Context: an optimization exercise on an open-source flow, tuned for small area. The choices shown serve that exercise and are no tape-out recipe. At most, simulation tests tie the RTL to the original design; equivalence was not proved. For runs 4, 6 and 7, only the layout was checked, not whether the RTL still works. No driver is modelled on the clock port, so clocking that relies on it looks cheaper here than on a real chip. Power is estimated from default activity; no workload was simulated.

[flow/config.mk]
export PLATFORM = sky130hd
export DESIGN_NAME = topModule
export DESIGN_NICKNAME = topModule
export VERILOG_FILES = /design/flow/design.v
export SDC_FILE = /design/flow/constraint.sdc
export NUM_CORES = 4
export LEC_CHECK = 0
export CAP_MARGIN = 20
export CORE_MARGIN = 2
export CORE_UTILIZATION = 65
export SLEW_MARGIN = 20
[flow/constraint.sdc]
create_clock -name core_clock -period 10.0 [get_ports {clk}]
set_input_delay 2.0000 -clock core_clock [delete_from_list [all_inputs] [get_ports {clk}]]
set_output_delay 2.0000 -clock core_clock [all_outputs]
set_load 0.01 [all_outputs]
[flow/design.v]
module topModule (
    input clk,
    input rst,
    input btnL,
    input [1:0] sw,
    input [3:0] JC_cols,
    input btnR,
    output audio_gain,
    output audio_shutdown,
    output audio_out,
    output reg [3:0] JC_rows,
    output [3:0] an,
    output reg [6:0] seg
);
    assign audio_shutdown = 1'b1;
    assign audio_gain = 1'b1;
    reg [5:0] c50;
    reg       k1;
    reg [2:0] d5;
    reg       dp;
    wire w50  = c50[5] & c50[4] & c50[0];       
    wire w100 = w50 & k1;                       
    wire tick = w100 & ~dp;                     
    wire ge25 = c50 >= 6'd25;
    wire k4 = ((d5 == 3'd1) & (k1 | ge25)) | ((d5 == 3'd2) & ~k1) |
              ((d5 == 3'd3) & k1 & ge25) | (d5 == 3'd4);
    always @(posedge clk) begin
        if (rst) begin
            c50 <= 0; k1 <= 0; d5 <= 0; dp <= 0;
        end else begin
            c50 <= w50 ? 6'd0 : c50 + 6'd1;
            if (w50) k1 <= ~k1;
            if (w100) begin
                d5 <= d5[2] ? 3'd0 : d5 + 3'd1;
                dp <= ~dp;
            end
        end
    end
    reg rl;
    always @(posedge clk) begin
        if (rst) rl <= 1'b1;
        else if (tick) rl <= 1'b0;
    end
    reg [1:0]  status;       
    reg [2:0]  ctr;
    reg [1:0]  pend;         
    reg [4:0]  db;
    reg        validPin;
    reg        play, fail;
    reg [2:0]  tp0, tp1, tp2, tp3;
    reg        tc;
    reg        blv;          
    reg [1:0]  blr;          
    reg        clean;
    reg [4:0]  led;
    reg        adj_set;
    reg [7:0]  cpH, cpL;     
    reg [7:0]  stH, stL;     
    reg [7:0]  lpH, lpL;     
    reg        accS, accL;   
    wire en = tick & (status != 2'd1);
    wire pressed = (JC_cols != 4'b1111);
    wire edge_ = ~db[4] & ~db[2] & ~db[1];      
    wire dbmax = ~db[3] & ~db[2] & ~db[0];      
    wire R0 = ~JC_rows[0] & JC_rows[1];
    wire R1 = ~JC_rows[1] & JC_rows[0];
    wire R2 = ~JC_rows[2] & JC_rows[0];
    wire R3 = ~JC_rows[3] & JC_rows[0];
    wire K0 = (JC_cols == 4'b1110);
    wire K1 = (JC_cols == 4'b1101);
    wire K2 = (JC_cols == 4'b1011);
    wire K3 = (JC_cols == 4'b0111);
    wire isdig = (R0 & K3) | ((R0 | R1 | R2) & (K0 | K1 | K2));
    wire isC = R3 & K2;
    wire isE = R2 & K3;
    wire isD = R3 & K3;
    wire [3:0] dv = {K2 & ~R0, K1 | (K2 & R0), (K0 & (R1 | R2)) | (K1 & R2) | (K2 & R0),
                     ((K0 | K2) & ~R1) | (K1 & R1)};
    wire kev = en & edge_;
    wire wr = kev & isdig & ~ctr[2];
    wire wr0 = wr & (ctr[1:0] == 2'd0);
    wire wr1 = wr & (ctr[1:0] == 2'd1);
    wire wr2 = wr & (ctr[1:0] == 2'd2);
    wire wr3 = wr & (ctr[1:0] == 2'd3);
    always @(posedge clk) begin
        if (rst) begin
            JC_rows <= 4'b0000;
            db <= 5'b01011;
            ctr <= 3'd7;             
            pend <= 2'd3;
            validPin <= 0;
        end else begin
            if (en) begin
                db <= !pressed ? 5'b01011 : (dbmax ? db : {db[3:0], db[4] ^ db[1]});
                if (!pressed)
                    JC_rows <= {JC_rows[2] | ~JC_rows[3], JC_rows[1] | ~JC_rows[3],
                                JC_rows[0] | ~JC_rows[3], JC_rows[3]};
                validPin <= edge_ & isE & ctr[2];
            end
            if (tick) begin
                case (pend)
                    2'd1: ctr <= ctr + 3'd1;
                    2'd2: ctr <= ctr - 3'd1;
                    2'd3: ctr <= 3'd0;
                    default: ;
                endcase
                pend <= ~kev ? 2'd0 : (isdig & ~ctr[2]) ? 2'd1 : (isC | (isE & ctr[2])) ? 2'd3 :
                        isD ? 2'd2 : 2'd0;
            end
        end
    end
    wire [7:0] cpH_rot = {cpH[6:0], cpH[7] & ~rl};
    wire [7:0] cpL_rot = {cpL[6:0], cpL[7] & ~rl};
    wire [7:0] cpH_wr = {dv[2:0], dv[3], dv[2:0], dv[3]};   
    wire [7:0] wmH = {{3{wr0}}, wr1, {3{wr1}}, wr0};
    wire [7:0] wmL = {{3{wr2}}, wr3, {3{wr3}}, wr2};
    always @(posedge clk) begin
        cpH <= (wmH & cpH_wr) | (~wmH & cpH_rot);
        cpL <= (wmL & cpH_wr) | (~wmL & cpL_rot);
    end
    wire [2:0] rb = 3'd2 - c50[2:0];
    wire rs = rl & ~k1;
    wire kH = (8'h43 >> rb);
    wire kL = (8'h21 >> rb);
    wire ldS = adj_set;                                
    wire tz = ~|{tp0, tp1, tp2, tp3, tc};               
    wire ldL = play & fail & tz;                        
    always @(posedge clk) begin
        stH <= {stH[6:0], ldS ? cpH[7] : (rs ? kH : stH[7])};
        stL <= {stL[6:0], ldS ? cpL[7] : (rs ? kL : stL[7])};
        lpH <= {lpH[6:0], ldL ? cpH[7] : (lpH[7] & ~rl)};
        lpL <= {lpL[6:0], ldL ? cpL[7] : (lpL[7] & ~rl)};
    end
    wire eqS = (cpH[7] == stH[7]) & (cpL[7] == stL[7]);
    wire eqL = (cpH[7] == lpH[7]) & (cpL[7] == lpL[7]);
    always @(posedge clk) begin
        accS <= w50 | (accS & eqS);
        accL <= w50 | (accL & eqL);
    end
    wire match = accS & eqS;           
    wire newfail = ~(accL & eqL);
    wire tend = tp3[2] & tp1[0] & tp1[1] & tp1[2] & tp0[2];    
    wire start = tick & ~clean & (status == 2'd0) & validPin & (match | newfail);
    wire cin = (tick & play & ~tend) | tc;
    wire [3:0] tsum = {1'b0, tp3} + {3'b000, cin};
    always @(posedge clk) begin
        if (rst | start) begin
            tp0 <= 0; tp1 <= 0; tp2 <= 0; tp3 <= 0; tc <= 0;
        end else begin
            tp0 <= tsum[2:0]; tp1 <= tp0; tp2 <= tp1; tp3 <= tp2; tc <= tsum[3];
        end
    end
    always @(posedge clk) begin
        if (rst) begin
            status <= 0;
            play <= 0;
            fail <= 0;
            blv <= 0;
            blr <= 2'd3;
            clean <= 0;
        end else if (tick) begin
            if (play & tend) play <= 0;
            if (start) begin
                play <= 1;
                fail <= ~match;
            end
            if (clean)
                status <= 0;
            else begin
                case (status)
                    2'd0: if (validPin & match) status <= 1;
                    2'd1: if (sw[0]) status <= 2;
                    2'd2: if (validPin) status <= 0;
                    default: ;
                endcase
            end
            if (btnL != blv) begin
                blv <= btnL;
                blr <= 2'd0;
            end else if (blr != 2'd3)
                blr <= blr + 2'd1;
            if (blr == 2'd3) clean <= blv;    
        end
    end
    assign audio_out = play & (fail ? k4 : k1);
    reg [1:0] slot;
    assign an = {~(rl | (slot == 2'd1)), ~(rl | (slot == 2'd2)),
                 ~(rl | (slot == 2'd3)), ~(rl | (slot == 2'd0))};
    reg [3:0] dig;
    always @(*) begin
        case (slot)
            2'd0: dig = cpH[7:4];
            2'd1: dig = cpH[3:0];
            2'd2: dig = cpL[7:4];
            default: dig = cpL[3:0];
        endcase
    end
    wire has  = (ctr > {1'b0, slot});     
    wire has0 = (ctr != 3'd0);
    wire isword = (status == 2'd1) | ((status == 2'd2) & adj_set) | ~has0;
    wire [1:0] wcode = {(status == 2'd0) | (status[1] & ~adj_set), status[1]};
    wire [4:0] nled = isword ? {1'b1, slot, wcode} : (has ? {1'b0, dig} : 5'b01111);
    always @(posedge clk) begin
        if (rst) begin
            slot <= 2'd0;
            led <= 0;
            adj_set <= 0;
        end else if (tick) begin
            if (status != 2'd2) adj_set <= 0;
            else if (validPin) adj_set <= 1;
            slot <= slot + 2'd1;
            led <= nled;
        end
    end
    always @(*) begin
        seg[6] = (led[3] & led[2]) | (led[4] & led[3] & led[0]) | (~led[4] & led[2] & ~led[1] & ~led[0]) | (led[4] & led[2] & led[1] & led[0]) | (~led[4] & ~led[3] & ~led[2] & ~led[1] & led[0]) | (led[4] & ~led[3] & ~led[2] & led[1] & ~led[0]);
        seg[5] = ~((~led[4] & ~led[2]) | (~led[3] & ~led[1] & ~led[0]) | (~led[3] & led[1] & led[0]) | (led[4] & led[2] & led[1] & ~led[0]));
        seg[4] = (led[4] & led[3] & ~led[2]) | (led[3] & led[2] & led[0]) | (~led[2] & led[1] & ~led[0]) | (led[4] & ~led[3] & led[2] & ~led[1]);
        seg[3] = (led[3] & led[2] & led[0]) | (led[2] & ~led[1] & ~led[0]) | (led[4] & ~led[2] & led[1] & led[0]) | (~led[4] & led[2] & led[1] & led[0]) | (~led[4] & ~led[3] & ~led[2] & ~led[1] & led[0]);
        seg[2] = (~led[4] & led[0]) | (led[3] & led[2] & led[0]) | (~led[4] & led[2] & ~led[1]) | (led[3] & led[1] & led[0]) | (~led[3] & ~led[2] & ~led[1] & led[0]);
        seg[1] = (led[3] & led[2]) | (~led[4] & ~led[2] & led[1]) | (led[2] & led[1] & led[0]) | (led[3] & led[1] & led[0]) | (~led[4] & ~led[3] & ~led[2] & led[0]);
        seg[0] = ~((led[4] & ~led[3] & led[0]) | (led[3] & ~led[2] & ~led[1]) | (~led[3] & led[2] & ~led[1]) | (~led[4] & ~led[2] & led[1]) | (led[3] & led[2] & ~led[0]) | (~led[4] & led[3]) | (~led[4] & led[2] & ~led[0]));
    end
endmodule
[flow/flow/run.sh]
#!/bin/bash
# Own layout flow: the standard layout (standard.sh), with three changes:
#  - synthesis runs the standard flow's synthesis script (synth_recipe.tcl) unchanged, except that the final
#    ABC technology mapping uses flow/abc.script (area mapping, no buffering or upsizing)
#    instead of ORFS's speed script; registers and their names are not affected;
#  - buffer_ports puts a sky130_fd_sc_hd__buf_1 on every input and output port;
#  - clock tree synthesis uses clkbuf cells from CTS_BUFS and inserts no dummy loads.
# Each tool's output is in orfs/logs/; make's full output is in own_flow.log.
set -euo pipefail
W=$(pwd)
CTS_BUFS="sky130_fd_sc_hd__clkbuf_4 sky130_fd_sc_hd__clkbuf_8"
CTS_EXTRA=${CTS_EXTRA:-}
{
  printf 'proc abc {args} {\n'
  printf '  set i [lsearch -exact $args -script]\n'
  printf '  if {$i >= 0} { lset args [expr {$i + 1}] {%s/flow/abc.script} }\n' "$W"
  printf '  puts "own flow: abc $args"\n'
  printf '  yosys abc {*}$args\n'
  printf '}\n'
  cat synth_recipe.tcl
} > own_synth.tcl
sed -E "s#SYNTH_SCRIPT=[^ ]*#SYNTH_SCRIPT=$W/own_synth.tcl#" standard.sh > own_standard.sh
grep -q "SYNTH_SCRIPT=$W/own_synth.tcl" own_standard.sh
export BUFFER_PORTS_ARGS="-buffer_cell sky130_fd_sc_hd__buf_1"
if [[ -f flow/pre_cts.tcl ]]; then export PRE_CTS_TCL=$W/flow/pre_cts.tcl; fi
export CTS_ARGS="-sink_clustering_enable -repair_clock_nets -buf_list {$CTS_BUFS} -dont_use_dummy_load $CTS_EXTRA"
bash own_standard.sh > own_flow.log 2>&1
[flow/flow/abc.script]
strash
rewrite
refactor
resub
dch
amap
topo
[flow/standard.sh]
#!/bin/bash
# synth_recipe.tcl (not shown) runs the flow's synth.tcl, then flattens the netlist and writes it again
# the make line also repeats each setting of config.mk as NAME=value (left out here)
make -C /OpenROAD-flow-scripts/flow DESIGN_CONFIG=/design/flow/config.mk WORK_HOME=/design/flow/orfs CLKGATE_MAP_FILE= SYNTH_SCRIPT=/design/flow/synth_recipe.tcl "${@:-finish}"
==> results of run 1 <==
-- kinds of logic after synthesis --
group | share of synthesized area, %
AND/OR/NAND/NOR | 15.7
AO/OA/AOI/OAI | 20.5
flip-flops | 49.6
buffers and inverters | 6.66
adder cells (fa/ha/maj) | 7.48
other | 0.0876
-- sequential cells by signal, summed over array words and instances (netlist names), 2 cells and up --
name     count
led          5
tp2          3
db           5
cpL          8
cpH          8
pend         2
tp1          3
ctr          3
stL          8
lpL          8
d5           3
c50          6
JC_rows      4
lpH          8
status       2
blr          2
stH          8
slot         2
tp0          3
tp3          3
-- cell type report --
type                    count  area share, %
flip-flops and latches    106           46.2
multi-input cells         310           40.9
inverters                  72           5.89
clock buffers               9           2.70
repair buffers             25           2.21
well taps                  77           2.10
-- power by group through the flow --
stage / sequential, W / clock, W / combinational (W)
4_1_cts: 0.000440 / 0.000207 / 0.0000175
3_3_place_gp: 0.000449 / 0 / 0.0000165
6_report: 0.000440 / 0.000203 / 0.0000172
5_1_grt: 0.000441 / 0.000222 / 0.0000201
3_5_place_dp: 0.000449 / 0 / 0.0000171
2_1_floorplan: 0.000447 / 0 / 0.0000115
-- through the flow --
stage | setup slack, ns | cells | hold WS [ns] | instance area (µm²)
after global routing | 5.47 | 599 | 0.319 | 4590
after global placement | 6.12 | 590 | 0.310 | 4470
after CTS | 5.75 | 599 | 0.316 | 4590
after floorplan | 6.34 | 490 | 0.310 | 4280
after detailed placement | 6.04 | 590 | 0.312 | 4470
final | 5.77 | 599 | 0.315 | 4590
-- metal layers --
layer  share of wire [%]  vias to the layer above  global-route usage [%]  wire, µm
li1                    -                     1801                       -         -
met1                  49                     1574                    33.1      4030
met2                  47                       79                    39.3      3870
met3                 3.9                        9                    6.71       322
met4                 1.0                        0                    5.48        83
met5                   0                        -                       0         0
-- critical path, stage by stage, from the launching register on --
cell and delay [ns]:
dfxtp_1 0.39, clkinv_1 0.15, ha_1 0.21, o311a_1 0.34, o22a_1 0.15, a221oi_1 0.22
nor2_1 0.07, a21oi_1 0.12, a21oi_1 0.08, buf_1 0.13
-- layout by cell type (no fill, tap or decap), types with 2 or more instances in the layout --
cell type,count
dfxtp_1,106
clkinv_1,72
nor2_1,71
nand2_1,36
o21ai_0,32
a21oi_1,26
ha_1,24
buf_1,23
nor3_1,18
a211oi_1,12
and3_1,10
o22ai_1,9
clkbuf_8,9
o32ai_1,5
a221oi_1,5
a22oi_1,5
o221a_1,5
nand3_1,4
o311ai_0,4
a222oi_1,4
nor4_1,3
or3_1,3
a31oi_1,3
or4_1,3
o221ai_1,3
or2_0,2
nand4_1,2
nor2b_1,2
o211ai_1,2
a2111oi_0,2
o2111ai_1,2
a32oi_1,2
conb_1,2
buf_4,2
-- how the worst max path moves through the flow --
stage	startpoint	endpoint	slack [ns]	cells after the start
after floorplan	c50[0]	cpL[2]	6.34	13
after global placement	c50[0]	cpL[2]	6.12	13
after detailed placement	c50[0]	cpL[2]	6.04	13
after CTS	c50[1]	audio_out	5.75	9
after global routing	c50[0]	cpH[5]	5.47	13
final	c50[1]	audio_out	5.77	9
==> results.json, run 1 <==
{
  "fp.coreArea_um2": 6350,
  "maxCapViolations": 0,
  "multi_input_area_um2": 1880,
  "seq_power_share_pct": 66.6,
  "rrSetupSlack_ns": 5.96,
  "final_nets": 559,
  "rsz0062_at_grt": "false",
  "final_hold_viol_count": 0,
  "fin_setup_tns_ns": 0,
  "worstMarginPinSlew_ns": 0.840,
  "nFillCells": 493,
  "post-dp-hpwl_um": 6120,
  "grt_overflow": 0,
  "antenna_found_initial": 0,
  "start_util_pct": 67.4,
  "pin_count": 28,
  "cts_tree": "done",
  "hp-class": "reg2reg",
  "die_height_um": 85.2,
  "min_period_over_period_pct": 42.3,
  "num_vias": 3463,
  "synthTopCellsByArea": "dfxtp_1 (50%), ha_1 (7.0%), clkinv_1 (6.3%)",
  "clk_latency_ns": 0.37,
  "yosys_register_bits": 106,
  "yosysTopAreaCell": "dfxtp_1",
  "grtUsageTotal_pct": 24.4,
  "path_clk_slew_ns": 0.10,
  "fp.dieW_um": 85.2,
  "holdPathEnd": "lpH[6]",
  "crit_type": "reg2out",
  "cts.sinks": 106,
  "timing.rr.start": "c50[0]",
  "endpoint_kind": "output pin",
  "power_w": 0.000660,
  "dr.pass1.iters": 5,
  "die_area_um2": 7250,
  "synth.avg_cell_area_um2": 8.75,
  "period_needed_ns": 4.23,
  "arrival_ns": 2.23,
  "cts_made_buffers": 9,
  "drive_gt1_share_pct": 2.11,
  "grt_pass1_vias": 3072,
  "crit_path_start_kind": "flop",
  "max_clock_freq_ghz": 0.236,
  "reg2reg_depth": 13,
  "synth_edf_count": 0,
  "synth_area_um2": 4280,
  "grt_max_degree": 29,
  "slew_headroom_pct": 42.5,
  "synth_cells": 489,
  "syn2layout_area_growth_pct": 7.25,
  "finalMaxSlewViolations": 0,
  "p_int_w": 0.000521,
  "portBuffers": 23,
  "final_util_pct": 72.3,
  "synthFlopType": "dfxtp_1",
  "synth_top_area_share_pct": 49.6,
  "drtAntennaViolNets": 0,
  "wl_per_cell_um": 13.9,
  "rows": 29,
  "grt_first_pass_wirelength_um": 14200,
  "p_sw_share_pct": 21.0,
  "switchingPower_w": 0.000139,
  "wirelength_um": 8310,
  "power_density_nw_per_um2": 144,
  "min_from": "lpH[5]",
  "cts_resized": 0,
  "required_ns": 8.00,
  "leakage_nw": 1.74,
  "worstPathMaxFanout": 4,
  "drtIter0Drc": 324,
  "pwr-share-clk_pct": 30.7,
  "cts_hold_buf": 0,
  "ys_seq_area_share_pct": 49.6,
  "yosys-top-cells-count": "dfxtp_1 (106), clkinv_1 (72), nor2_1 (71)",
  "async_reset_ff_share_pct": 0,
  "p_comb_share_pct": 2.6,
  "setup_violations": 0,
  "synth.most_common_cell": "dfxtp_1",
  "viasPerCell": 5.78,
  "r2r-end": "cpL[2]",
  "holdPathStages": 0,
  "drcViolationCount": 0,
  "yosys_warnings": 1,
  "skew_ns": 0.0253,
  "run_status": "no timing/DRC/antenna violations",
  "regArea_um2": 2120,
  "cts_setup_buffers": 0,
  "antenna-diode-count": 0,
  "irDropWorstVdd_mv": 0.153,
  "routabilityCongestion": 0.882,
  "synth.distinct_cells": 41
}
==> run 2, diff against run 1 <==
--- a/flow/flow/run.sh
+++ b/flow/flow/run.sh
@@ -8,7 +8,7 @@
 # Each tool's output is in orfs/logs/; make's full output is in own_flow.log.
 set -euo pipefail
 W=$(pwd)
-CTS_BUFS="sky130_fd_sc_hd__clkbuf_4 sky130_fd_sc_hd__clkbuf_8"
+CTS_BUFS=${CTS_BUFS:-sky130_fd_sc_hd__clkbuf_4 sky130_fd_sc_hd__clkbuf_8}
 CTS_EXTRA=${CTS_EXTRA:-}
 {
   printf 'proc abc {args} {\n'
--- a/flow/config.mk
+++ b/flow/config.mk
@@ -7,5 +7,5 @@
 export LEC_CHECK = 0
 export CAP_MARGIN = 20
 export CORE_MARGIN = 2
-export CORE_UTILIZATION = 65
+export CORE_UTILIZATION = 40
 export SLEW_MARGIN = 20
==> results.json, run 2 <==
{
  "drive_gt1_share_pct": 2.11,
  "clk_latency_ns": 0.37,
  "synth.distinct_cells": 41,
  "mostFrequentLayoutCell": "dfxtp_1",
  "power_density_nw_per_um2": 141,
  "dr.pass1.iters": 5,
  "die_height_um": 107,
  "num_vias": 3460,
  "start_util_pct": 41.3,
  "pin_count": 28,
  "post-dp-hpwl_um": 6400,
  "leakage_nw": 1.74,
  "worstMarginPinSlew_ns": 0.829,
  "arrival_ns": 2.24,
  "final_util_pct": 45.0,
  "routabilityCongestion": 0.824,
  "crit_type": "reg2out",
  "viasPerCell": 5.26,
  "cts_resized": 0,
  "final_nets": 559,
  "setup_violations": 0,
  "yosys_register_bits": 106,
  "skew_ns": 0.0358,
  "drtAntennaViolNets": 0,
  "cts_tree": "done",
  "drcViolationCount": 0,
  "cts_made_buffers": 9,
  "synth_edf_count": 0,
  "syn2layout_area_growth_pct": 8.97,
  "cts.sinks": 106,
  "wl_per_cell_um": 13.2,
  "slew_headroom_pct": 44.4,
  "synth_top_area_share_pct": 49.6,
  "final_hold_viol_count": 0,
  "placed_cells": 649,
  "cts_hold_buf": 0,
  "synth.avg_cell_area_um2": 8.75,
  "yosys_warnings": 1,
  "die_area_um2": 11500,
  "max_clock_freq_ghz": 0.236,
  "grtUsageTotal_pct": 15.9,
  "crit_path_start_kind": "flop",
  "reg2reg_depth": 13,
  "fin_setup_tns_ns": 0,
  "instances_no_fill": 658,
  "period_needed_ns": 4.24,
  "synthTopCellsByArea": "dfxtp_1 (50%), ha_1 (7.0%), clkinv_1 (6.3%)",
  "grt_max_degree": 29,
  "synth_cells": 489,
  "async_reset_ff_share_pct": 0,
  "fin_area_um2": 4660,
  "drtIter0Drc": 201,
  "antenna-diode-count": 0,
  "grt_overflow": 0,
  "cpMaxStageDelayCell": "dfxtp_1",
  "synth.most_common_cell": "dfxtp_1",
  "timing.critical_path.cells": "clkinv_1, ha_1, o311a_1, o22a_1, a221oi_1, nor2_1, a21oi_1, a21oi_1, buf_1",
  "rsz0062_at_grt": "false",
  "layout_common_cells": "dfxtp_1 (106), clkinv_1 (72), nor2_1 (71)",
  "portBuffers": 23,
  "layout_setup_ws_ns": 5.76,
  "endpoint_kind": "output pin",
  "maxCapViolations": 0,
  "ys_seq_area_share_pct": 49.6,
  "place_ws_ns": 5.86,
  "rows": 37,
  "synthFlopType": "dfxtp_1",
  "holdPathStages": 0,
  "required_ns": 8.00,
  "cts_setup_buffers": 0,
  "place_area_um2": 4540,
  "min_period_over_period_pct": 42.4,
  "fp.dieW_um": 107,
  "yosys-top-cells-count": "dfxtp_1 (106), clkinv_1 (72), nor2_1 (71)",
  "synth_area_um2": 4280,
  "finalMaxSlewViolations": 0,
  "hp-class": "reg2reg",
  "yosysTopAreaCell": "dfxtp_1",
  "antenna_found_initial": 0,
  "critPathMostFrequentCell": "a21oi_1",
  "fp.coreArea_um2": 10400,
  "path_clk_slew_ns": 0.11,
  "worstPathMaxFanout": 4,
  "wirelength_um": 8680,
  "grt_first_pass_wirelength_um": 14900,
  "grt_pass1_vias": 3296,
  "max_stage_delay_ns": 0.39,
  "irDropWorstVdd_mv": 0.0650,
  "run_status": "no timing/DRC/antenna violations"
}
==> run 2: final timing paths <==
check | startpoint | to | slack [ns]
max | c50[1] | audio_out | 5.76
min | lpL[6] | lpL[7] | 0.31
max reg2reg | c50[0] | cpH[5] | 5.78
min reg2reg | lpL[6] | lpL[7] | 0.31
==> run 2: area by class of cell <==
| cell class | count | area [µm²] |
|---|---|---|
| fillers | 1033 | 5710 |
| well taps | 136 | 170 |
| clock buffers | 9 | 124 |
| repair buffers | 25 | 101 |
| multi-input cells | 310 | 1880 |
| flip-flops and latches | 106 | 2120 |
| inverters | 72 | 270 |
==> run 2: cells by family after synthesis <==
family          after synthesis  share of synthesized area (%)
other cells                   1                         0.0876
fa+ha+maj                    25                           7.48
buf+inv                      74                           6.66
compound gates              129                           20.5
flops                       106                           49.6
simple gates                154                           15.7
==> run 2: routing by layer <==
metal | track usage [%] | vias up | part of all wire (%)
met5 | 0 | - | 0
met4 | 4.76 | 0 | 1.5
met3 | 3.81 | 14 | 3.8
met2 | 26.7 | 75 | 46
met1 | 20.4 | 1584 | 48
li1 | - | 1787 | -
==> run 2: through the flow <==
step / total power, W / hold WS [ns]
6_report: 0.000660 / 0.307
5_1_grt: 0.000688 / 0.313
4_1_cts: 0.000669 / 0.309
3_5_place_dp: 0.000467 / 0.312
3_3_place_gp: 0.000466 / 0.310
2_1_floorplan: 0.000459 / 0.310
==> run 2: where the power goes <==
| part | internal (W) | switching [W] |
|---|---|---|
| Combinational | 0.00000561 | 0.0000117 |
| Clock | 0.0000811 | 0.000122 |
| Sequential | 0.000434 | 0.00000517 |
==> run 2: critical path, delay by kind of cell, from the launching register on <==
kind	cells	cell delay, ns
adders and majority gates	1	0.21
buffers and inverters	2	0.30
AOI/OAI and AO/OA	5	0.94
and+or+nand+nor	1	0.06
DFF	1	0.39
==> run 3, diff against run 2 <==
--- a/flow/flow/run.sh
+++ b/flow/flow/run.sh
@@ -1,8 +1,9 @@
 #!/bin/bash
 # Own layout flow: the standard layout (standard.sh), with three changes:
 #  - synthesis runs the standard flow's synthesis script (synth_recipe.tcl) unchanged, except that the final
-#    ABC technology mapping uses flow/abc.script (area mapping, no buffering or upsizing)
-#    instead of ORFS's speed script; registers and their names are not affected;
+#    ABC technology mapping tries each flow/abc_*.script (area mappings, no buffering or
+#    upsizing) instead of ORFS's speed script and keeps the smallest result; registers and
+#    their names are not affected;
 #  - buffer_ports puts a sky130_fd_sc_hd__buf_1 on every input and output port;
 #  - clock tree synthesis uses clkbuf cells from CTS_BUFS and inserts no dummy loads.
 # Each tool's output is in orfs/logs/; make's full output is in own_flow.log.
@@ -11,9 +12,28 @@
 CTS_BUFS=${CTS_BUFS:-sky130_fd_sc_hd__clkbuf_4 sky130_fd_sc_hd__clkbuf_8}
 CTS_EXTRA=${CTS_EXTRA:-}
 {
+  # ABC maps the logic with each of flow/abc_*.script in turn; the smallest result is kept.
   printf 'proc abc {args} {\n'
   printf '  set i [lsearch -exact $args -script]\n'
-  printf '  if {$i >= 0} { lset args [expr {$i + 1}] {%s/flow/abc.script} }\n' "$W"
+  printf '  set lib [lindex $args [expr {[lsearch -exact $args -liberty] + 1}]]\n'
+  printf '  yosys design -save own_pre_abc\n'
+  printf '  set best ""\n'
+  printf '  set best_area 1e30\n'
+  printf '  foreach s [lsort [glob {%s/flow/abc_*.script}]] {\n' "$W"
+  printf '    yosys design -load own_pre_abc\n'
+  printf '    set a $args\n'
+  printf '    if {$i >= 0} { lset a [expr {$i + 1}] $s }\n'
+  printf '    yosys abc {*}$a\n'
+  printf '    yosys tee -q -o {%s/own_area.txt} stat -liberty $lib\n' "$W"
+  printf '    set f [open {%s/own_area.txt}]\n' "$W"
+  printf '    set t [read $f]\n'
+  printf '    close $f\n'
+  printf '    regexp {Chip area for module [^:]*: +([0-9.]+)} $t -> area\n'
+  printf '    puts "own flow: abc script $s gives area $area"\n'
+  printf '    if {$area < $best_area} { set best_area $area; set best $s }\n'
+  printf '  }\n'
+  printf '  yosys design -load own_pre_abc\n'
+  printf '  if {$i >= 0} { lset args [expr {$i + 1}] $best }\n'
   printf '  puts "own flow: abc $args"\n'
   printf '  yosys abc {*}$args\n'
   printf '}\n'
==> flow/flow/abc_a3.script (new file) <==
strash
dch
amap
topo
==> flow/flow/abc_a6.script (new file) <==
strash
&get -n
&st
&syn2
&dch
&nf
&put
strash
dch
map -a
==> flow/flow/abc_b4.script (new file) <==
strash
dch
amap
strash
dch
amap
topo
==> flow/flow/abc_c4.script (new file) <==
strash
balance
rewrite
refactor
balance
rewrite -z
refactor -z
balance
dch
amap
topo
==> flow/flow/abc_c6.script (new file) <==
strash
rewrite
refactor
resub
dch
amap
topo
removed: flow/flow/abc.script
==> results.json, run 3 <==
{
  "run_status": "no timing/DRC/antenna violations",
  "async_reset_ff_share_pct": 0,
  "clk_latency_ns": 0.37,
  "grt_pass1_vias": 3255,
  "layout_common_cells": "dfxtp_1 (106), nor2_1 (75), clkinv_1 (66)",
  "setup_violations": 0,
  "routabilityCongestion": 0.859,
  "period_needed_ns": 4.22,
  "die_height_um": 107,
  "die_area_um2": 11500,
  "synth_edf_count": 0,
  "grt_first_pass_wirelength_um": 15300,
  "synth_area_um2": 4280,
  "pin_count": 28,
  "maxCapViolations": 0,
  "mostFrequentLayoutCell": "dfxtp_1",
  "worstMarginPinSlew_ns": 0.704,
  "wl_per_cell_um": 13.5,
  "placed_cells": 644,
  "cts_setup_buffers": 0,
  "grt_max_degree": 29,
  "crit_type": "reg2reg",
  "met2_length_um": 4010,
  "timing.critical_path.cells": "and3_1, nand2_1, nor2_1, clkinv_1, nor2_1, clkinv_1, nor4_1, clkinv_1, nor2_1, clkinv_1, nor3_1, clkinv_1, o22a_1",
  "critPathMostFrequentCell": "clkinv_1",
  "min_period_over_period_pct": 42.2,
  "antenna_found_initial": 0,
  "synth.most_common_cell": "dfxtp_1",
  "worstPathMaxFanout": 17,
  "ys_seq_area_share_pct": 49.6,
  "wirelength_um": 8810,
  "instances_no_fill": 653,
  "fp.dieW_um": 107,
  "synth_top_area_share_pct": 49.6,
  "min_from": "lpL[0]",
  "yosys_register_bits": 106,
  "crit_family": "simple AND/OR/NAND/NOR gates",
  "place_ws_ns": 5.78,
  "yosys_warnings": 1,
  "layout_setup_ws_ns": 5.78,
  "syn2layout_area_growth_pct": 8.98,
  "dr.pass1.iters": 5,
  "num_vias": 3481,
  "cts_made_buffers": 9,
  "drtIter0Drc": 144,
  "dr.max_layer_used": "met4",
  "grtUsageTotal_pct": 16.7,
  "max_stage_delay_ns": 0.51,
  "arrival_ns": 4.45,
  "post-dp-hpwl_um": 6500,
  "rsz0062_at_grt": "false",
  "yosysTopAreaCell": "dfxtp_1",
  "place_area_um2": 4540,
  "path_clk_slew_ns": 0.11,
  "finalMaxSlewViolations": 0,
  "holdPathEnd": "lpL[1]",
  "rrSetupSlack_ns": 5.78,
  "seq_power_share_pct": 66.4,
  "wl_met3_um": 314,
  "fin_area_um2": 4660,
  "pwr-share-clk_pct": 30.7,
  "p_comb_share_pct": 2.9,
  "cts_hold_buf": 0,
  "synthFlopType": "dfxtp_1",
  "antenna-diode-count": 0,
  "p_int_w": 0.000524,
  "multi_input_area_um2": 1900,
  "regArea_um2": 2120,
  "holdPathStages": 0,
  "max_clock_freq_ghz": 0.237,
  "required_ns": 10.23,
  "skew_ns": 0.0390,
  "synth.avg_cell_area_um2": 8.84,
  "cpMaxStageDelayCell": "nor4_1",
  "crit_path_start_kind": "flop",
  "drive_gt1_share_pct": 2.13,
  "synth.distinct_cells": 45,
  "yosys-top-cells-count": "dfxtp_1 (106), nor2_1 (75), clkinv_1 (66)",
  "cts_resized": 0,
  "p_sw_share_pct": 21.1,
  "synth_cells": 484,
  "final_hold_viol_count": 0,
  "path_buf_inv": 5,
  "drtAntennaViolNets": 0,
  "cts.sinks": 106,
  "nFillCells": 1041,
  "viasPerCell": 5.33,
  "slew_headroom_pct": 53.0,
  "hp-class": "reg2reg",
  "switchingPower_w": 0.000140,
  "r2r-end": "cpL[7]",
  "reg2reg_depth": 13,
  "fp.coreArea_um2": 10400,
  "drcViolationCount": 0,
  "irDropWorstVdd_mv": 0.0841,
  "fin_setup_tns_ns": 0,
  "synthTopCellsByArea": "dfxtp_1 (50%), ha_1 (7.0%), nor2_1 (6.6%)",
  "portBuffers": 23,
  "worst-path-stages": 13,
  "grt_overflow": 0,
  "rows": 37,
  "drt-met1-wl_um": 4380,
  "timing.rr.start": "c50[0]",
  "endpoint_kind": "flop",
  "power_density_nw_per_um2": 143,
  "leakage_nw": 1.70,
  "start_util_pct": 41.3,
  "final_nets": 554,
  "cts_tree": "done"
}
==> run 3: changes by cell type after synthesis, sizes merged, moves of 3 or more <==
cell    change
nand2       -8
o311ai      -3
o22a        +7
o32ai       -3
nor2        +4
a211oi      -5
clkinv      -6
nand3       +3
nor3        +3
o21ai       -5
==> run 3: power by group through the flow <==
stage	registers, W	logic [W]	clock network [W]
floorplan	0.000449	0.0000131	0
global placement	0.000451	0.0000189	0
detailed placement	0.000451	0.0000194	0
CTS	0.000442	0.0000195	0.000213
global route	0.000443	0.0000229	0.000229
finish	0.000442	0.0000193	0.000204
==> run 3: per-layer routing <==
metal  vias to the layer above  track usage [%]
li1                       1782                -
met1                      1625             22.5
met2                        63             26.6
met3                        11             3.69
met4                         0             5.31
met5                         -                0
==> run 3: cell families after synthesis <==
kind of cell,share of synthesized area (%)
adder cells (fa/ha/maj),7.49
buffers and inverters,6.14
AND/OR/NAND/NOR,16.2
other,0.0877
flip-flops,49.6
AO/OA/AOI/OAI,20.4
==> run 3: worst max-delay path by stage <==
stage	from	end	slack, ns
after floorplan	c50[0]	cpL[6]	6.24
after global placement	JC_cols[1]	cpL[7]	5.82
after detailed placement	JC_cols[3]	cpL[7]	5.78
after CTS	c50[0]	cpL[7]	5.86
after global routing	c50[0]	cpH[1]	5.29
final	c50[0]	cpL[7]	5.78
==> run 3: worst register-to-register path, delay by kind of cell, from the launching register on <==
kind                   cells  cell delay (ns)
buffers and inverters      5             1.28
DFF                        1             0.49
AOI/OAI and AO/OA          1             0.23
and+or+nand+nor            7             2.11
==> run 3: cell type report <==
cell class / instances / area share (%)
inverters: 66 / 5.31
clock buffers: 9 / 2.66
well taps: 136 / 3.65
multi-input cells: 311 / 40.7
flip-flops and latches: 106 / 45.5
repair buffers: 25 / 2.17
==> run 3: through the flow <==
step                utilization (%)  total power [W]  hold WS [ns]
floorplan                         -         0.000463         0.310
finish                         45.0         0.000665         0.304
global route                   45.0         0.000695         0.304
CTS                            45.0         0.000674         0.307
detailed placement             43.8         0.000471         0.312
global placement               43.8         0.000470         0.310
==> run 4, diff against run 3 <==
--- a/flow/design.v
+++ b/flow/design.v
@@ -8,7 +8,7 @@
     output audio_gain,
     output audio_shutdown,
     output audio_out,
-    output reg [3:0] JC_rows,
+    output [3:0] JC_rows,
     output [3:0] an,
     output reg [6:0] seg
 );
@@ -62,10 +62,13 @@
     wire pressed = (JC_cols != 4'b1111);
     wire edge_ = ~db[4] & ~db[2] & ~db[1];      
     wire dbmax = ~db[3] & ~db[2] & ~db[0];      
-    wire R0 = ~JC_rows[0] & JC_rows[1];
-    wire R1 = ~JC_rows[1] & JC_rows[0];
-    wire R2 = ~JC_rows[2] & JC_rows[0];
-    wire R3 = ~JC_rows[3] & JC_rows[0];
+    reg       scan;
+    reg [1:0] rr;
+    wire R0 = scan & (rr == 2'd0);
+    wire R1 = scan & (rr == 2'd1);
+    wire R2 = scan & (rr == 2'd2);
+    wire R3 = scan & (rr == 2'd3);
+    assign JC_rows = {~R3, ~R2, ~R1, ~R0};
     wire K0 = (JC_cols == 4'b1110);
     wire K1 = (JC_cols == 4'b1101);
     wire K2 = (JC_cols == 4'b1011);
@@ -84,7 +87,8 @@
     wire wr3 = wr & (ctr[1:0] == 2'd3);
     always @(posedge clk) begin
         if (rst) begin
-            JC_rows <= 4'b0000;
+            scan <= 1'b0;
+            rr <= 2'd0;
             db <= 5'b01011;
             ctr <= 3'd7;             
             pend <= 2'd3;
@@ -93,8 +97,10 @@
             if (en) begin
                 db <= !pressed ? 5'b01011 : (dbmax ? db : {db[3:0], db[4] ^ db[1]});
                 if (!pressed)
-                    JC_rows <= {JC_rows[2] | ~JC_rows[3], JC_rows[1] | ~JC_rows[3],
-                                JC_rows[0] | ~JC_rows[3], JC_rows[3]};
+                begin
+                    scan <= 1'b1;
+                    rr <= rr + {1'b0, scan};
+                end
                 validPin <= edge_ & isE & ctr[2];
             end
             if (tick) begin
==> results.json, run 4 <==
{
  "run_status": "no timing/DRC/antenna violations",
  "leakage_nw": 1.64,
  "max_clock_freq_ghz": 0.231,
  "crit_start": "c50[0]",
  "synth.avg_cell_area_um2": 8.75,
  "wirelength_um": 8640,
  "pin_count": 28,
  "fp.dieW_um": 107,
  "yosys-top-cells-count": "dfxtp_1 (105), nor2_1 (78), clkinv_1 (61)",
  "start_util_pct": 41.0,
  "routabilityCongestion": 0.784,
  "final_nets": 553,
  "drtAntennaViolNets": 0,
  "synth.most_common_cell": "dfxtp_1",
  "die_height_um": 107,
  "worstMarginPinSlew_ns": 0.897,
  "drtIter0Drc": 150,
  "worst-path-stages": 9,
  "crit_type": "reg2out",
  "portBuffers": 23,
  "ys_seq_area_share_pct": 49.6,
  "antenna-diode-count": 0,
  "synthFlopType": "dfxtp_1",
  "syn2layout_area_growth_pct": 9.07,
  "synth_top_area_share_pct": 49.6,
  "min_period_over_period_pct": 43.2,
  "drive_gt1_share_pct": 2.13,
  "grt_max_degree": 29,
  "slew_headroom_pct": 38.7,
  "layout_common_cells": "dfxtp_1 (105), nor2_1 (78), clkinv_1 (61)",
  "final_util_pct": 44.8,
  "power_density_nw_per_um2": 143,
  "mostFrequentLayoutCell": "dfxtp_1",
  "wl_per_cell_um": 13.2,
  "nFillCells": 1015,
  "cpMaxStageDelayCell": "dfxtp_1",
  "skew_ns": 0.0232,
  "rrSetupSlack_ns": 6.18,
  "synth_edf_count": 0,
  "cts_made_buffers": 9,
  "critPathMostFrequentCell": "a31oi_1",
  "grt_pass1_vias": 3267,
  "grtUsageTotal_pct": 16.3,
  "path_clk_slew_ns": 0.10,
  "period_needed_ns": 4.32,
  "final_hold_viol_count": 0,
  "num_vias": 3428,
  "antenna_found_initial": 0,
  "die_area_um2": 11400,
  "yosys_warnings": 1,
  "cts_resized": 0,
  "max_stage_delay_ns": 0.49,
  "fp.coreArea_um2": 10300,
  "path_buf_inv": 2,
  "r2r-end": "cpH[1]",
  "instances_no_fill": 653,
  "clk_latency_ns": 0.36,
  "drcViolationCount": 0,
  "synth_area_um2": 4240,
  "rows": 37,
  "timing.rr.start": "c50[0]",
  "maxCapViolations": 0,
  "post-dp-hpwl_um": 6480,
  "synth.distinct_cells": 41,
  "endpoint_kind": "output pin",
  "arrival_ns": 2.32,
  "setup_violations": 0,
  "place_ws_ns": 5.70,
  "worstPathMaxFanout": 7,
  "grt_first_pass_wirelength_um": 14900,
  "rsz0062_at_grt": "false",
  "fin_setup_tns_ns": 0,
  "hp-class": "reg2reg",
  "min_from": "stH[0]",
  "dr.pass1.iters": 4,
  "grt_overflow": 0,
  "viasPerCell": 5.25,
  "irDropWorstVdd_mv": 0.0759,
  "cts_tree": "done",
  "critical_path.endpoint": "audio_out",
  "required_ns": 8.00,
  "power_w": 0.000660,
  "finalMaxSlewViolations": 0,
  "crit_family": "flip-flops",
  "layout_setup_ws_ns": 5.68,
  "synthTopCellsByArea": "dfxtp_1 (50%), nor2_1 (6.9%), ha_1 (6.8%)",
  "reg2reg_depth": 11,
  "yosysTopAreaCell": "dfxtp_1",
  "async_reset_ff_share_pct": 0,
  "yosys_register_bits": 105,
  "placed_cells": 644,
  "timing.critical_path.cells": "clkinv_1, ha_1, nand3b_1, a31oi_1, nor2_1, a221oi_1, or2_0, a31oi_1, buf_1",
  "crit_path_start_kind": "flop",
  "cts_setup_buffers": 0,
  "cts.sinks": 105,
  "synth_cells": 484,
  "cts_hold_buf": 0
}
run 4: cell families after synthesis:
family,synth area share [%]
compound gates,20.1
other cells,0.0885
simple gates,17.2
buf+inv,5.76
fa+ha+maj,7.27
flops,49.6
run 4: layout make-up:
type	instances	area [µm²]	share of cell area, %
tap	136	170	3.68
timing repair buffer	25	101	2.19
clock buffer	9	124	2.68
multi-input combinational	317	1890	41.0
inverter	61	229	4.96
sequential	105	2100	45.5
run 4: how the worst min path moves through the flow:
stage                     endpoint  slack, ns  cells after the start
final                       stH[1]       0.31                      0
after detailed placement    lpL[3]       0.31                      0
after global routing        stH[1]       0.31                      0
after CTS                   stH[1]       0.31                      0
after floorplan             lpH[1]       0.31                      0
after global placement      lpH[1]       0.31                      0
run 4: metrics by stage:
stage / hold WS, ns / area (µm²)
floorplan: 0.310 / 4240
global placement: 0.311 / 4500
detailed placement: 0.312 / 4500
CTS: 0.307 / 4620
global route: 0.312 / 4620
finish: 0.309 / 4620
run 4: report_power, final:
part | total [W] | switching [W] | internal, W
logic | 0.0000202 | 0.0000132 | 0.00000698
registers | 0.000437 | 0.00000484 | 0.000432
clock network | 0.000202 | 0.000121 | 0.0000811
total | 0.000660 | 0.000139 | 0.000520
run 4: layer usage:
layer	vias up	part of all wire (%)	global-route usage [%]
met5	-	0	0
met4	0	1.6	5.47
met3	11	4.2	4.19
met2	48	46	26.5
met1	1586	49	21.1
li1	1783	-	-
==> run 5, diff against run 4 <==
--- a/flow/design.v
+++ b/flow/design.v
@@ -68,7 +68,7 @@
     wire R1 = scan & (rr == 2'd1);
     wire R2 = scan & (rr == 2'd2);
     wire R3 = scan & (rr == 2'd3);
-    assign JC_rows = {~R3, ~R2, ~R1, ~R0};
+    assign JC_rows = {4{scan}} & {~R3, ~R2, ~R1, ~R0};
     wire K0 = (JC_cols == 4'b1110);
     wire K1 = (JC_cols == 4'b1101);
     wire K2 = (JC_cols == 4'b1011);
==> results.json, run 5 <==
{
  "dr.pass1.iters": 5,
  "start_util_pct": 41.1,
  "power_density_nw_per_um2": 142,
  "cts.sinks": 105,
  "die_height_um": 107,
  "critPathMostFrequentCell": "clkinv_1",
  "synth_cells": 479,
  "grt_overflow": 0,
  "async_reset_ff_share_pct": 0,
  "irDropWorstVdd_mv": 0.0902,
  "cpMaxStageDelayCell": "or4_1",
  "synth.avg_cell_area_um2": 8.86,
  "yosys-top-cells-count": "dfxtp_1 (105), nor2_1 (69), clkinv_1 (68)",
  "rsz0062_at_grt": "false",
  "synthFlopType": "dfxtp_1",
  "crit_type": "reg2reg",
  "multi_input_area_um2": 1880,
  "endpoint_kind": "flop",
  "final_nets": 548,
  "grt_first_pass_wirelength_um": 14500,
  "power_w": 0.000656,
  "hp-class": "reg2reg",
  "period_needed_ns": 4.36,
  "hold_ws_ns": 0.317,
  "timing.critical_path.cells": "and3_1, nand2_1, nor2_1, buf_4, clkinv_1, nor2_1, clkinv_1, or4_1, nor3_1, clkinv_1, nor3_1, clkinv_1, o22a_1",
  "max_clock_freq_ghz": 0.229,
  "slew_headroom_pct": 47.0,
  "worstMarginPinSlew_ns": 0.786,
  "cts_hold_buf": 0,
  "grt_pass1_vias": 3153,
  "routabilityCongestion": 0.855,
  "skew_ns": 0.0228,
  "layout_common_cells": "dfxtp_1 (105), nor2_1 (69), clkinv_1 (68)",
  "nFillCells": 980,
  "post-dp-hpwl_um": 6350,
  "clk_latency_ns": 0.35,
  "drtIter0Drc": 184,
  "syn2layout_area_growth_pct": 9.05,
  "drcViolationCount": 0,
  "cts_setup_buffers": 0,
  "crit_start": "c50[0]",
  "final_hold_viol_count": 0,
  "synthTopCellsByArea": "dfxtp_1 (50%), ha_1 (6.8%), nor2_1 (6.1%)",
  "setup_violations": 0,
  "regArea_um2": 2100,
  "antenna_found_initial": 0,
  "rows": 37,
  "cts_made_buffers": 9,
  "crit_path_start_kind": "flop",
  "max_stage_delay_ns": 0.54,
  "yosys_warnings": 1,
  "fp.coreArea_um2": 10300,
  "yosys_register_bits": 105,
  "worstPathMaxFanout": 18,
  "drtAntennaViolNets": 0,
  "grtUsageTotal_pct": 15.7,
  "viasPerCell": 5.29,
  "required_ns": 10.24,
  "wirelength_um": 8430,
  "cts_resized": 0,
  "ys_seq_area_share_pct": 49.5,
  "drive_gt1_share_pct": 2.15,
  "wl_per_cell_um": 13.0,
  "mostFrequentLayoutCell": "dfxtp_1",
  "fp.dieW_um": 107,
  "arrival_ns": 4.60,
  "synth_top_area_share_pct": 49.5,
  "synth.distinct_cells": 42,
  "synth_edf_count": 0,
  "leakage_nw": 1.69,
  "synth.most_common_cell": "dfxtp_1",
  "fin_setup_tns_ns": 0,
  "timing.rr.start": "c50[0]",
  "min_period_over_period_pct": 43.6,
  "finalMaxSlewViolations": 0,
  "min_from": "lpL[1]",
  "maxCapViolations": 0,
  "num_vias": 3430,
  "grt_max_degree": 29,
  "antenna-diode-count": 0,
  "path_clk_slew_ns": 0.10,
  "die_area_um2": 11500,
  "yosysTopAreaCell": "dfxtp_1",
  "synth_area_um2": 4250,
  "portBuffers": 23,
  "pin_count": 28,
  "run_status": "no timing/DRC/antenna violations",
  "cts_tree": "done"
}
[run 5: layer usage]
layer  vias to the layer above  GRT usage [%]  share of wire, %
met2                        66           23.9                43
met1                      1585           22.0                51
met5                         -              0                 0
li1                       1766              -                 -
met3                        13           3.47               4.3
met4                         0           5.10               1.6
[run 5: layout make-up]
cell class              instances  area share, %
flip-flops and latches        105           45.4
multi-input cells             305           40.5
inverters                      68           5.51
well taps                     136           3.68
clock buffers                   9           2.68
repair buffers                 25           2.19
[run 5: path summary, 6_finish.rpt]
| kind | to | slack (ns) | cells after the start |
|---|---|---|---|
| min reg2reg | lpL[2] | 0.32 | 0 |
| max reg2reg | cpH[2] | 5.64 | 13 |
| min | lpL[2] | 0.32 | 0 |
| max | cpH[2] | 5.64 | 13 |
[run 5: cell families (layout without fill, tap and decap cells)]
kind of cell,count (synthesis),count (layout),share of synthesized area (%)
DFF,105,105,49.5
buffers and inverters,70,102,6.37
adders and majority gates,24,24,7.25
AOI/OAI and AO/OA,134,134,21.7
other,1,2,0.0883
and+or+nand+nor,145,145,15.1
[run 5: power breakdown]
part | internal, W | switching [W]
sequential | 0.000432 | 0.00000515
combinational | 0.00000599 | 0.0000129
clock | 0.0000811 | 0.000119
[run 5: worst max-delay path, delay by kind of cell, from the launching register on]
kind	cells	cell delay, ns
simple gates	7	2.20
compound gates	1	0.25
flops	1	0.48
buf+inv	5	1.34
[run 5: stage by stage]
stage                     worst slack (ns)  util (%)  cells  cell area, µm²
after floorplan                       6.04         -    480            4250
after global placement                5.54      43.6    639            4510
after detailed placement              5.51      43.6    639            4510
after CTS                             5.56      44.8    648            4630
after global routing                  5.07      44.8    648            4630
final                                 5.64      44.8    648            4630
==> run 6, diff against run 5 <==
--- a/flow/design.v
+++ b/flow/design.v
@@ -58,7 +58,7 @@
     reg [7:0]  stH, stL;     
     reg [7:0]  lpH, lpL;     
     reg        accS, accL;   
-    wire en = tick & (status != 2'd1);
+    wire en = tick & (status != 2'd3);
     wire pressed = (JC_cols != 4'b1111);
     wire edge_ = ~db[4] & ~db[2] & ~db[1];      
     wire dbmax = ~db[3] & ~db[2] & ~db[0];      
@@ -158,7 +158,7 @@
     end
     always @(posedge clk) begin
         if (rst) begin
-            status <= 0;
+            status <= 2'd0;
             play <= 0;
             fail <= 0;
             blv <= 0;
@@ -171,12 +171,12 @@
                 fail <= ~match;
             end
             if (clean)
-                status <= 0;
+                status <= 2'd0;
             else begin
                 case (status)
-                    2'd0: if (validPin & match) status <= 1;
-                    2'd1: if (sw[0]) status <= 2;
-                    2'd2: if (validPin) status <= 0;
+                    2'd0: if (validPin & match) status <= 2'd3;
+                    2'd3: if (sw[0]) status <= 2'd2;
+                    2'd2: if (validPin) status <= 2'd0;
                     default: ;
                 endcase
             end
@@ -203,8 +203,8 @@
     end
     wire has  = (ctr > {1'b0, slot});     
     wire has0 = (ctr != 3'd0);
-    wire isword = (status == 2'd1) | ((status == 2'd2) & adj_set) | ~has0;
-    wire [1:0] wcode = {(status == 2'd0) | (status[1] & ~adj_set), status[1]};
+    wire isword = (status == 2'd3) | ((status == 2'd2) & adj_set) | ~has0;
+    wire [1:0] wcode = {(status == 2'd0) | ((status == 2'd2) & ~adj_set), (status == 2'd2)};
     wire [4:0] nled = isword ? {1'b1, slot, wcode} : (has ? {1'b0, dig} : 5'b01111);
     always @(posedge clk) begin
         if (rst) begin
==> results.json, run 6 <==
{
  "run_status": "no timing/DRC/antenna violations",
  "layout_common_cells": "dfxtp_1 (105), nor2_1 (64), clkinv_1 (62)",
  "setup_violations": 0,
  "synth.most_common_cell": "dfxtp_1",
  "wirelength_um": 8410,
  "layout_setup_ws_ns": 5.78,
  "synth_area_um2": 4260,
  "grt_pass1_vias": 3184,
  "maxCapViolations": 0,
  "finalMaxSlewViolations": 0,
  "endpoint_kind": "output pin",
  "path_clk_slew_ns": 0.12,
  "drcViolationCount": 0,
  "final_nets": 558,
  "pin_count": 28,
  "grt_overflow": 0,
  "nFillCells": 1021,
  "synthTopCellsByArea": "dfxtp_1 (49%), ha_1 (6.8%), nor2_1 (5.6%)",
  "viasPerCell": 5.24,
  "grt_first_pass_wirelength_um": 14400,
  "period_needed_ns": 4.22,
  "yosys_warnings": 1,
  "cts_hold_buf": 0,
  "placed_cells": 649,
  "power_density_nw_per_um2": 142,
  "synth.distinct_cells": 38,
  "max_clock_freq_ghz": 0.237,
  "rows": 37,
  "synth_edf_count": 0,
  "min_period_over_period_pct": 42.2,
  "cts_setup_buffers": 0,
  "drtIter0Drc": 194,
  "drive_gt1_share_pct": 2.11,
  "die_area_um2": 11500,
  "die_height_um": 107,
  "leakage_nw": 1.72,
  "irDropWorstVdd_mv": 0.0693,
  "yosysTopAreaCell": "dfxtp_1",
  "start_util_pct": 41.2,
  "dr.pass1.iters": 4,
  "synthFlopType": "dfxtp_1",
  "required_ns": 8.00,
  "cts_made_buffers": 9,
  "synth.avg_cell_area_um2": 8.70,
  "fp.coreArea_um2": 10300,
  "ys_seq_area_share_pct": 49.4,
  "synth_top_area_share_pct": 49.4,
  "worstMarginPinSlew_ns": 0.711,
  "mostFrequentLayoutCell": "dfxtp_1",
  "slew_headroom_pct": 52.3,
  "fp.dieW_um": 107,
  "grtUsageTotal_pct": 15.7,
  "worstPathMaxFanout": 4,
  "crit_type": "reg2out",
  "arrival_ns": 2.22,
  "routabilityCongestion": 0.840,
  "crit_path_start_kind": "flop",
  "holdPathStages": 0,
  "wl_per_cell_um": 12.8,
  "cts.sinks": 105,
  "yosys-top-cells-count": "dfxtp_1 (105), nor2_1 (64), clkinv_1 (62)",
  "cts_tree": "done",
  "synth_cells": 489,
  "fin_setup_tns_ns": 0,
  "instances_no_fill": 658,
  "syn2layout_area_growth_pct": 9.03,
  "post-dp-hpwl_um": 6180,
  "num_vias": 3450,
  "yosys_register_bits": 105,
  "async_reset_ff_share_pct": 0,
  "reg2reg_depth": 13,
  "portBuffers": 23,
  "final_hold_viol_count": 0,
  "power_w": 0.000657,
  "hp-class": "reg2reg",
  "clk_latency_ns": 0.38,
  "skew_ns": 0.0458,
  "antenna_found_initial": 0,
  "place_ws_ns": 5.78,
  "antenna-diode-count": 0,
  "rsz0062_at_grt": "false",
  "grt_max_degree": 27,
  "drtAntennaViolNets": 0,
  "cts_resized": 0
}
==> run 6: cell count changes in the layout (fill, tap and decap cells not counted), sizes merged, moves of 4 or more <==
| cell | change |
|---|---|
| a211oi | +9 |
| a31oi | +6 |
| a32oi | -4 |
| and3 | +4 |
| clkinv | -6 |
| nand2 | +14 |
| nand3 | +8 |
| nor2 | -5 |
| nor3 | -6 |
| o22a | -10 |
==> run 6: metal layers <==
metal	GRT usage, %	up-vias	wire length [µm]
met3	2.98	13	466
met5	0	-	0
met2	24.5	68	3720
met1	21.5	1574	4070
met4	6.22	0	155
li1	-	1795	-
==> run 6: logic make-up after synthesis <==
| group | share of synthesized area [%] |
|---|---|
| compound gates | 21.0 |
| simple gates | 16.3 |
| xor+xnor | 0.206 |
| buf+inv | 5.82 |
| fa+ha+maj | 7.23 |
| flops | 49.4 |
| other cells | 0.0881 |
==> run 6: layout make-up <==
class                   count  area, µm²  area share, %
well taps                 136        170           3.67
clock buffers               9        124           2.67
flip-flops and latches    105       2100           45.3
inverters                  62        233           5.02
multi-input cells         321       1910           41.2
repair buffers             25        101           2.18
==> run 6: worst paths after layout <==
kind / slack [ns] / start / endpoint
worst max-delay path: 5.78 / c50[1] / audio_out
worst max register to register: 6.28 / c50[0] / cpL[2]
worst min register to register: 0.30 / lpH[3] / lpH[4]
worst min-delay path: 0.30 / lpH[3] / lpH[4]
==> run 6: report_power, final <==
part           switching [W]  total (W)  leakage (nW)  internal, W
sequential        0.00000494   0.000436         0.851     0.000431
combinational      0.0000118  0.0000176         0.803   0.00000582
clock               0.000123   0.000204        0.0647    0.0000811
total               0.000140   0.000657          1.72     0.000517
==> run 6: metrics by stage <==
stage	cell area, µm²	hold WS [ns]	utilization [%]
floorplan	4260	0.310	-
global placement	4520	0.310	43.7
detailed placement	4520	0.312	43.7
CTS	4640	0.302	44.9
global route	4640	0.303	44.9
finish	4640	0.302	44.9
==> run 6: critical path, stage by stage (launching register included) <==
cell and delay [ns]:
dfxtp_1 0.42, clkinv_1 0.16, ha_1 0.20, nand3b_1 0.16, a31oi_1 0.18, nor2_1 0.06, a221oi_1 0.25, nor2_1 0.07
a21oi_1 0.11, a21oi_1 0.10, buf_1 0.14
==> run 7, diff against run 6 <==
--- a/flow/design.v
+++ b/flow/design.v
@@ -58,7 +58,7 @@
     reg [7:0]  stH, stL;     
     reg [7:0]  lpH, lpL;     
     reg        accS, accL;   
-    wire en = tick & (status != 2'd3);
+    wire en = tick & (status != 2'd2);
     wire pressed = (JC_cols != 4'b1111);
     wire edge_ = ~db[4] & ~db[2] & ~db[1];      
     wire dbmax = ~db[3] & ~db[2] & ~db[0];      
@@ -174,9 +174,9 @@
                 status <= 2'd0;
             else begin
                 case (status)
-                    2'd0: if (validPin & match) status <= 2'd3;
-                    2'd3: if (sw[0]) status <= 2'd2;
-                    2'd2: if (validPin) status <= 2'd0;
+                    2'd0: if (validPin & match) status <= 2'd2;
+                    2'd2: if (sw[0]) status <= 2'd1;
+                    2'd1: if (validPin) status <= 2'd0;
                     default: ;
                 endcase
             end
@@ -203,8 +203,8 @@
     end
     wire has  = (ctr > {1'b0, slot});     
     wire has0 = (ctr != 3'd0);
-    wire isword = (status == 2'd3) | ((status == 2'd2) & adj_set) | ~has0;
-    wire [1:0] wcode = {(status == 2'd0) | ((status == 2'd2) & ~adj_set), (status == 2'd2)};
+    wire isword = (status == 2'd2) | ((status == 2'd1) & adj_set) | ~has0;
+    wire [1:0] wcode = {(status == 2'd0) | ((status == 2'd1) & ~adj_set), (status == 2'd1)};
     wire [4:0] nled = isword ? {1'b1, slot, wcode} : (has ? {1'b0, dig} : 5'b01111);
     always @(posedge clk) begin
         if (rst) begin
@@ -212,7 +212,7 @@
             led <= 0;
             adj_set <= 0;
         end else if (tick) begin
-            if (status != 2'd2) adj_set <= 0;
+            if (status != 2'd1) adj_set <= 0;
             else if (validPin) adj_set <= 1;
             slot <= slot + 2'd1;
             led <= nled;
==> results.json, run 7 <==
{
  "run_status": "no timing/DRC/antenna violations",
  "worstMarginPinSlew_ns": 0.673,
  "cts_hold_buf": 0,
  "fp.coreArea_um2": 10300,
  "path_buf_inv": 5,
  "yosys_warnings": 1,
  "drtIter0Drc": 179,
  "timing.rr.start": "c50[0]",
  "pwr-share-clk_pct": 30.8,
  "num_vias": 3456,
  "cts_setup_buffers": 0,
  "grt_pass1_vias": 3093,
  "period_needed_ns": 4.56,
  "p_comb_share_pct": 2.9,
  "arrival_ns": 4.77,
  "synthTopCellsByArea": "dfxtp_1 (49%), ha_1 (6.8%), nor2_1 (6.4%)",
  "dr.pass1.iters": 4,
  "worstPathMaxFanout": 17,
  "post-dp-hpwl_um": 6470,
  "grt_overflow": 0,
  "crit_family": "simple AND/OR/NAND/NOR gates",
  "die_height_um": 107,
  "seq_power_share_pct": 66.3,
  "antenna_found_initial": 0,
  "synth_cells": 484,
  "timing.critical_path.cells": "nand3_1, nor2_1, clkinv_1, nor2_1, clkinv_1, nor2_1, clkinv_1, or4_1, nor3_1, clkinv_1, nor3_1, clkinv_1, nand2_1, o21ai_0",
  "yosysTopAreaCell": "dfxtp_1",
  "holdPathEnd": "stL[3]",
  "path_clk_slew_ns": 0.09,
  "synthFlopType": "dfxtp_1",
  "clk_latency_ns": 0.36,
  "cts_tree": "done",
  "reg2reg_depth": 14,
  "p_sw_share_pct": 21.3,
  "leakage_nw": 1.69,
  "antenna-diode-count": 0,
  "yosys_register_bits": 105,
  "rrSetupSlack_ns": 5.44,
  "syn2layout_area_growth_pct": 9.03,
  "required_ns": 10.21,
  "skew_ns": 0.0342,
  "synth_top_area_share_pct": 49.4,
  "switchingPower_w": 0.000141,
  "routabilityCongestion": 0.852,
  "maxCapViolations": 0,
  "synth_edf_count": 0,
  "cpMaxStageDelayCell": "or4_1",
  "hp-class": "reg2reg",
  "max_clock_freq_ghz": 0.219,
  "async_reset_ff_share_pct": 0,
  "cts.sinks": 105,
  "grt_max_degree": 27,
  "drive_gt1_share_pct": 2.13,
  "finalMaxSlewViolations": 0,
  "fin_area_um2": 4640,
  "synth.most_common_cell": "dfxtp_1",
  "final_hold_viol_count": 0,
  "rsz0062_at_grt": "false",
  "power_density_nw_per_um2": 142,
  "drtAntennaViolNets": 0,
  "grt_first_pass_wirelength_um": 14800,
  "slew_headroom_pct": 55.1,
  "yosys-top-cells-count": "dfxtp_1 (105), nor2_1 (72), clkinv_1 (71)",
  "rows": 37,
  "power_w": 0.000660,
  "viasPerCell": 5.29,
  "r2r-end": "cpL[5]",
  "ys_seq_area_share_pct": 49.4,
  "max_stage_delay_ns": 0.52,
  "fp.dieW_um": 107,
  "endpoint_kind": "flop",
  "synth.distinct_cells": 41,
  "pin_count": 28,
  "layout_common_cells": "dfxtp_1 (105), nor2_1 (72), clkinv_1 (71)",
  "mostFrequentLayoutCell": "dfxtp_1",
  "synth_area_um2": 4260,
  "setup_violations": 0,
  "placed_cells": 644,
  "crit_path_start_kind": "flop",
  "die_area_um2": 11500,
  "irDropWorstVdd_mv": 0.0739,
  "place_area_um2": 4520,
  "instances_no_fill": 653,
  "wl_per_cell_um": 13.4,
  "drcViolationCount": 0,
  "wirelength_um": 8770,
  "start_util_pct": 41.2,
  "portBuffers": 23,
  "holdPathStages": 0,
  "cts_made_buffers": 9,
  "p_int_w": 0.000519,
  "fin_setup_tns_ns": 0,
  "grtUsageTotal_pct": 16.2,
  "synth.avg_cell_area_um2": 8.79,
  "cts_resized": 0,
  "final_nets": 553,
  "min_period_over_period_pct": 45.6,
  "hold_ws_ns": 0.316,
  "critPathMostFrequentCell": "clkinv_1",
  "min_from": "stL[2]",
  "crit_type": "reg2reg"
}
==> run 7: worst max path at each step <==
stage | end | startpoint | cells past startpoint | slack [ns]
6_report | cpL[5] | c50[0] | 14 | 5.44
5_1_grt | cpL[5] | c50[0] | 14 | 4.83
4_1_cts | cpL[5] | c50[0] | 14 | 5.42
3_5_place_dp | cpL[7] | JC_cols[3] | 12 | 5.45
2_1_floorplan | cpL[6] | c50[0] | 13 | 5.92
3_3_place_gp | cpL[7] | c50[0] | 13 | 5.52
==> run 7: kinds of logic after synthesis <==
group / share of synthesized area, %
flops: 49.4
other cells: 0.0881
compound gates: 21.8
simple gates: 14.8
buf+inv: 6.62
fa+ha+maj: 7.23
==> run 7: through the flow <==
step | utilization [%] | setup WS, ns
after CTS | 44.9 | 5.42
after detailed placement | 43.7 | 5.45
after global placement | 43.7 | 5.52
final | 44.9 | 5.44
after global routing | 44.9 | 4.83
after floorplan | - | 5.92
==> run 7: power by group through the flow <==
stage	Sequential (W)	Combinational (W)	Clock, W
floorplan	0.000445	0.0000125	0
global placement	0.000447	0.0000184	0
detailed placement	0.000447	0.0000190	0
CTS	0.000437	0.0000191	0.000211
global route	0.000439	0.0000221	0.000227
finish	0.000437	0.0000190	0.000203
==> run 7: layout make-up <==
cell class	count	area, µm²
Fill cell	1019	5680
Sequential cell	105	2100
Multi-Input combinational cell	307	1880
Inverter	71	267
Tap cell	136	170
Clock buffer	9	124
Timing Repair Buffer	25	101
==> run 7: metal layers <==
| layer | part of all wire (%) | track usage [%] | routed length (µm) | vias to the layer above |
|---|---|---|---|---|
| met5 | 0 | 0 | 0 | - |
| met2 | 46 | 25.8 | 4020 | 50 |
| met1 | 50 | 22.1 | 4400 | 1607 |
| met3 | 3.0 | 4.19 | 262 | 5 |
| met4 | 1.1 | 3.90 | 94 | 0 |
| li1 | - | - | - | 1794 |

-- static timing again, ports no longer ideal --
Ports are ideal in the flow. The routed layouts listed here were re-timed in OpenROAD. Step 1 (the two cells are an assumption about what drives the block):
set clk [get_ports {clk}]
set_driving_cell -lib_cell sky130_fd_sc_hd__clkbuf_16 $clk
set_driving_cell -lib_cell sky130_fd_sc_hd__buf_2 [delete_from_list [all_inputs] $clk]
Step 2 moves the port delays by t, midway between the first and last clock arrival at a register: inputs arrive t later, outputs are due t later. That takes back most of the time a late clock gives input paths. Three values: ideal, step 1, step 2; two values: the first two.
run	t, ns	setup slack, ns	hold WS [ns]
run 1	0.386	5.771 / 5.738 / 5.959	0.315 / 0.315 / 0.315
run 2	0.385	5.755 / 5.722 / 5.782	0.307 / 0.307 / 0.307
run 3	0.381	5.780 / 5.780 / 5.704	0.304 / 0.304 / 0.304
run 4	0.382	5.677 / 5.645 / 5.652	0.309 / 0.309 / 0.309
run 5	0.371	5.635 / 5.635 / 5.506	0.317 / 0.317 / 0.317
run 6	0.386	5.780 / 5.747 / 5.767	0.302 / 0.302 / 0.302
run 7	0.381	5.435 / 5.435 / 5.408	0.316 / 0.316 / 0.316
After both steps setup and hold are still met in every run listed. The setup slack of run 5, which loses most, moves by 0.000 ns with the drivers and by -0.129 ns with both steps.
